Background: an optimization exercise with open tools, aiming at small area, a short achievable clock period and few clock cycles per item. Do not read the settings as production practice.
Where RTL was checked, it was by simulation tests only, not by an equivalence proof against the original.

== v34 ==
==> module fft_mpart, before the edit <==
module fft_mpart #(parameter HAS_F = 1) (
    input  wire               clk,
    input  wire signed [10:0] t,
    input  wire signed [16:0] e,
    input  wire               k0,
    input  wire               k1,
    input  wire               kg,
    input  wire               kf,
    input  wire               ng,
    output reg  signed [8:0]  y
);
wire signed [18:0] te = t;
wire signed [18:0] ee = e;
wire f = HAS_F ? kf : 1'b0;
wire [7:0]  kc = k0 ? (ng ? 8'd192 : 8'd65) :
                 k1 ? (ng ? 8'd192 : 8'd64) :
                 kg ? (ng ? 8'd157 : 8'd66) :
                      (ng ? 8'd183 : 8'd65);
wire [18:0] s1 = ((f | kg) ? (te <<< 6) : (te <<< 7)) | {13'd0, kc[5:0]};
wire [18:0] s2 = f ? ~(te <<< 4) : kg ? (te <<< 5) : k0 ? ~te : 19'd0;
wire [18:0] s3 = f ? te : kg ? ~(te <<< 2) : 19'd0;
wire [18:0] s4 = f ? ee : kg ? ~te : 19'd0;
wire [18:0] a1, b1, r1, r2;
fft_csa c1 (.x(s1), .y(s2), .z(s3), .s(a1), .c(b1));
fft_csa c2 (.x(a1), .y(b1), .z(s4), .s(r1), .c(r2));
wire [7:0]  lo = {1'b0, r1[6:0]} + {1'b0, r2[6:0]};
wire [1:0]  lc = {1'b0, lo[7]} + {1'b0, kc[6] & lo[6]};    
reg  [10:0] h1_r, h2_r;
reg  [1:0]  lc_r;
reg         k7_r;
always @(posedge clk) begin
    h1_r <= r1[17:7];
    h2_r <= r2[17:7];
    lc_r <= lc;
    k7_r <= kc[7];
end
wire [10:0] ph = h1_r + h2_r + ({9'd0, lc_r} + {10'd0, k7_r});
wire signed [8:0] ys;
fft_sat #(.W(11)) s (.x(ph), .y(ys));
always @(posedge clk) y <= ys;
endmodule
==> flow/config.mk <==
export PLATFORM = sky130hd
export DESIGN_NAME = fft16
export DESIGN_NICKNAME = fft16
export VERILOG_FILES = /design/flow/design.v
export SDC_FILE = /design/flow/constraint.sdc
export NUM_CORES = 4
export LEC_CHECK = 0
export CAP_MARGIN = 20
export CORE_MARGIN = 2
export CORE_UTILIZATION = 55
export CTS_BUF_LIST = sky130_fd_sc_hd__clkbuf_8
export CTS_CLUSTER_DIAMETER = 60
export CTS_CLUSTER_SIZE = 16
export SLEW_MARGIN = 20
==> flow/constraint.sdc <==
create_clock -name core_clock -period 10.0 [get_ports {clk}]
set_input_delay 2.0000 -clock core_clock [delete_from_list [all_inputs] [get_ports {clk}]]
set_output_delay 2.0000 -clock core_clock [all_outputs]
set_load 0.01 [all_outputs]
standard.sh (not shown) runs the stock make flow with config.mk's settings and CLKGATE_MAP_FILE= SYNTH_SCRIPT=/design/flow/synth_recipe.tcl, a recipe that flattens the netlist after the stock synthesis.
==> flow/flow/run.sh <==
#!/bin/bash
# The standard layout (the standard.sh: unchanged synthesis and steps),
# with the port buffers made of sky130_fd_sc_hd__buf_2 cells instead of the
# delay-buffer cells buffer_ports picks by default, and timing repair asked
# to leave a setup margin of 6.9 ns (the clock period stays 10 ns).
export BUFFER_PORTS_ARGS="-buffer_cell sky130_fd_sc_hd__buf_2"
export SETUP_SLACK_MARGIN=6.9
bash standard.sh > standard.log 2>&1
Input-level comparison between v14 and v34:
--- a/flow/design.v
+++ b/flow/design.v
@@ -118,22 +118,21 @@
 wire [18:0] s4 = f ? ee : kg ? ~te : 19'd0;
 wire [18:0] a1, b1, r1, r2;
 fft_csa c1 (.x(s1), .y(s2), .z(s3), .s(a1), .c(b1));
 fft_csa c2 (.x(a1), .y(b1), .z(s4), .s(r1), .c(r2));
-wire [7:0]  lo = {1'b0, r1[6:0]} + {1'b0, r2[6:0]};
-wire [1:0]  lc = {1'b0, lo[7]} + {1'b0, kc[6] & lo[6]};    
-reg  [10:0] h1_r, h2_r;
+wire [8:0]  lo = {2'b0, r1[6:0]} + {2'b0, r2[6:0]} + {2'b0, kc[6], 6'd0};
+reg  [11:0] h1_r, h2_r;
 reg  [1:0]  lc_r;
 reg         k7_r;
 always @(posedge clk) begin
-    h1_r <= r1[17:7];
-    h2_r <= r2[17:7];
-    lc_r <= lc;
+    h1_r <= r1[18:7];
+    h2_r <= r2[18:7];
+    lc_r <= lo[8:7];
     k7_r <= kc[7];
 end
-wire [10:0] ph = h1_r + h2_r + ({9'd0, lc_r} + {10'd0, k7_r});
+wire [11:0] ph = h1_r + h2_r + ({10'd0, lc_r} + {11'd0, k7_r});
 wire signed [8:0] ys;
-fft_sat #(.W(11)) s (.x(ph), .y(ys));
+fft_sat #(.W(12)) s (.x(ph), .y(ys));
 always @(posedge clk) y <= ys;
 endmodule
 module fft_tw2 (
     input  wire              clk,
==> notes.md <==
Delta(core region area, v14 - v34) > 0. On post-route fraction of the period consumed by the critical path, v14 and v34 are basically level. In v14, the least setup slack across all paths after layout came out 0.0048 ns above the value in v34. Total detailed-routing wirelength: lower on v14. Relative to v34, synthesized cell count increased by 97 in v14. v14 vs v34: total CTS buffers up in v14. For the utilization after layout, v14 came in 0.42 points lower than v34 did.
No functional check of the RTL was part of any run of this note.

---

Another version of the RTL of fft16 (not shown whole).
Size in the first run: about 650 flip-flops, roughly 37000 µm² of cells after synthesis.
==> flow/config.mk <==
export PLATFORM = sky130hd
export DESIGN_NAME = fft16
export DESIGN_NICKNAME = fft16
export VERILOG_FILES = /design/flow/design.v
export SDC_FILE = /design/flow/constraint.sdc
export NUM_CORES = 4
export LEC_CHECK = 0
export CAP_MARGIN = 20
export CORE_MARGIN = 2
export CORE_UTILIZATION = 65
export CTS_BUF_LIST = sky130_fd_sc_hd__clkbuf_16
export CTS_CLUSTER_DIAMETER = 100
export CTS_CLUSTER_SIZE = 30
export PLACE_DENSITY = 0.75
export SLEW_MARGIN = 20
==> flow/constraint.sdc <==
create_clock -name core_clock -period 10.0 [get_ports {clk}]
set_input_delay 2.0000 -clock core_clock [delete_from_list [all_inputs] [get_ports {clk}]]
set_output_delay 2.0000 -clock core_clock [all_outputs]
set_load 0.01 [all_outputs]
Scripts as last shown in full above: flow/flow/run.sh
The starting point completed with no timing, DRC or antenna violations.
Then changed:
--- a/flow/design.v
+++ b/flow/design.v
@@ -105,20 +105,20 @@
     input  wire               ng,
     output reg  signed [8:0]  y
 );
 wire signed [18:0] te = t;
 wire signed [18:0] ee = e;
 wire f = HAS_F ? kf : 1'b0;
 wire [7:0]  kc = k0 ? (ng ? 8'd192 : 8'd65) :
                  k1 ? (ng ? 8'd192 : 8'd64) :
-                 kg ? (ng ? 8'd158 : 8'd67) :
+                 kg ? (ng ? 8'd157 : 8'd66) :
                       (ng ? 8'd183 : 8'd65);
-wire [18:0] s1 = f ? (te <<< 6) : (te <<< 7);
-wire [18:0] s2 = f ? ~(te <<< 4) : kg ? ~(te <<< 5) : k0 ? ~te : 19'd0;
+wire [18:0] s1 = (f | kg) ? (te <<< 6) : (te <<< 7);
+wire [18:0] s2 = f ? ~(te <<< 4) : kg ? (te <<< 5) : k0 ? ~te : 19'd0;
 wire [18:0] s3 = f ? te : kg ? ~(te <<< 2) : 19'd0;
 wire [18:0] s4 = f ? ee : kg ? ~te : 19'd0;
 wire [18:0] a1, b1, a2, b2, r1, r2;
 fft_csa c1 (.x(s1), .y(s2), .z(s3), .s(a1), .c(b1));
 fft_csa c2 (.x(a1), .y(b1), .z(s4), .s(a2), .c(b2));
 fft_csa c3 (.x(a2), .y(b2), .z({11'd0, kc}), .s(r1), .c(r2));
 wire [4:0]  lo = {1'b0, r1[3:0]} + {1'b0, r2[3:0]};
 wire [2:0]  gg = r1[6:4] & r2[6:4];
@@ -218,26 +218,25 @@
     input  wire              start,
     input  wire signed [8:0] din_i,
     input  wire signed [8:0] din_q,
     output wire              ready,
     output wire              dout_valid,
     output wire signed [8:0] dout_i,
     output wire signed [8:0] dout_q
 );
-localparam OFF_S1 = 15;            
-localparam OFF_M1 = 0;             
-localparam OFF_W1 = 2;             
-localparam OFF_S2 = 9;             
-localparam OFF_M2 = 11;            
-localparam OFF_W2 = 15;            
-localparam OFF_S3 = 17;            
-localparam OFF_M3 = 19;            
-localparam OFF_S4 = 23;            
-localparam OFF_Y4 = 26;            
+localparam OFF_M1 = 1;             
+localparam OFF_W1 = 3;             
+localparam OFF_S2 = 10;            
+localparam OFF_M2 = 12;            
+localparam OFF_W2 = 16;            
+localparam OFF_S3 = 18;            
+localparam OFF_M3 = 20;            
+localparam OFF_S4 = 24;            
+localparam OFF_Y4 = 27;            
 localparam Q  = OFF_Y4 / 16;
 localparam SM = OFF_Y4 % 16;
 reg  [3:0] cnt;
 reg        ready_r;
 reg        dv_r;
 reg  [Q+1:0] hist;                 
 wire       acc    = start & (cnt == 4'd15);    
 wire [3:0] cnt_n  = cnt + 4'd1;
@@ -253,36 +252,40 @@
     end
 end
 always @(posedge clk) begin
     ready_r <= rst_n & (cnt == 4'd14);
     dv_r    <= rst_n & dv_n;
 end
 assign ready      = ready_r;
 assign dout_valid = dv_r;
-wire [3:0] ns1 = cnt_n - OFF_S1;
 wire [3:0] nw1 = cnt_n - OFF_W1;
 wire [3:0] ns2 = cnt_n - OFF_S2;
 wire [3:0] nw2 = cnt_n - OFF_W2;
 wire [3:0] ns3 = cnt_n - OFF_S3;
 wire [3:0] ns4 = cnt_n - OFF_S4;
 wire [3:0] m1  = cnt - OFF_M1;     
 wire [3:0] m2  = cnt - OFF_M2;
 wire [3:0] m3  = cnt - OFF_M3;
 reg c1, xc1, c2, xc2, c3, c4;
 always @(posedge clk) begin
-    c1  <= ns1[0];
+    c1  <= cnt_n[0];
     xc1 <= nw1[3] & ~nw1[0];
     c2  <= ns2[1];
     xc2 <= nw2[2] & ~nw2[1];
     c3  <= ns3[1];
     c4  <= ns4[0];
 end
+reg signed [8:0] x0_i, x0_q;
+always @(posedge clk) begin
+    x0_i <= din_i;
+    x0_q <= din_q;
+end
 wire signed [9:0] b1_i, b1_q;
-fft_sdf #(.D(1)) u_s1 (.clk(clk), .c(c1), .x_i(din_i), .x_q(din_q), .y_i(b1_i), .y_q(b1_q));
+fft_sdf #(.D(1)) u_s1 (.clk(clk), .c(c1), .x_i(x0_i), .x_q(x0_q), .y_i(b1_i), .y_q(b1_q));
 reg signed [9:0] o1_i, o1_q;
 reg              o1_n4;
 always @(posedge clk) begin
     o1_i  <= b1_i;
     o1_q  <= b1_q;
     o1_n4 <= m1[0] & m1[1];
 end
 wire signed [8:0] y1_i_c, y1_q_c;
Outcome: Wire length rises by about 5%; design area rises by 3.1%; die area goes up by about 4%; non-clock buffer count came out higher by 6.
Testbench counts after the change, summed over its fixed seeds: cycles 6,368, frames 384.
For the first run of this note, only the layout was checked, not whether the RTL still works.

==> re-timing with driven ports <==
The results above use ideal ports. As a check the final layouts listed here were re-extracted and re-timed, cells and wires unchanged. Step 1 assumes that a clkbuf_16 drives the clock port and a buf_2 every other input. Step 2 moves the port delays by t, midway between the first and last clock arrival at a register: inputs arrive t later, outputs are due t later. That takes back most of the time a late clock gives input paths. a / b / c = ideal ports / drivers / drivers and shift; a / b = the first two.
| run | t (ns) | setup WS [ns] | worst hold slack (ns) | worst setup path at the end | worst data-port slew with drivers (ns) |
|---|---|---|---|---|---|
| v34 | 0.765 | 6.579 / 6.579 / 6.579 | 0.315 / 0.315 / 0.315 | register to register | 0.09 |
| v14 | 0.782 | 6.584 / 6.584 / 6.584 | 0.322 / 0.322 / 0.322 | register to register | 0.10 |
| the first run of note 2 | 0.669 | 6.846 / 6.855 / 6.187 | 0.306 / 0.306 / 0.306 | input to register | 0.07 |
| the second run of note 2 | 0.667 | 6.924 / 6.863 / 6.953 | 0.321 / 0.321 / 0.321 | register to register | 0.10 |
After both steps setup and hold are still met in every run listed. The setup slack of the first run of note 2, which loses most, moves by +0.009 ns with the drivers and by -0.659 ns with both steps.
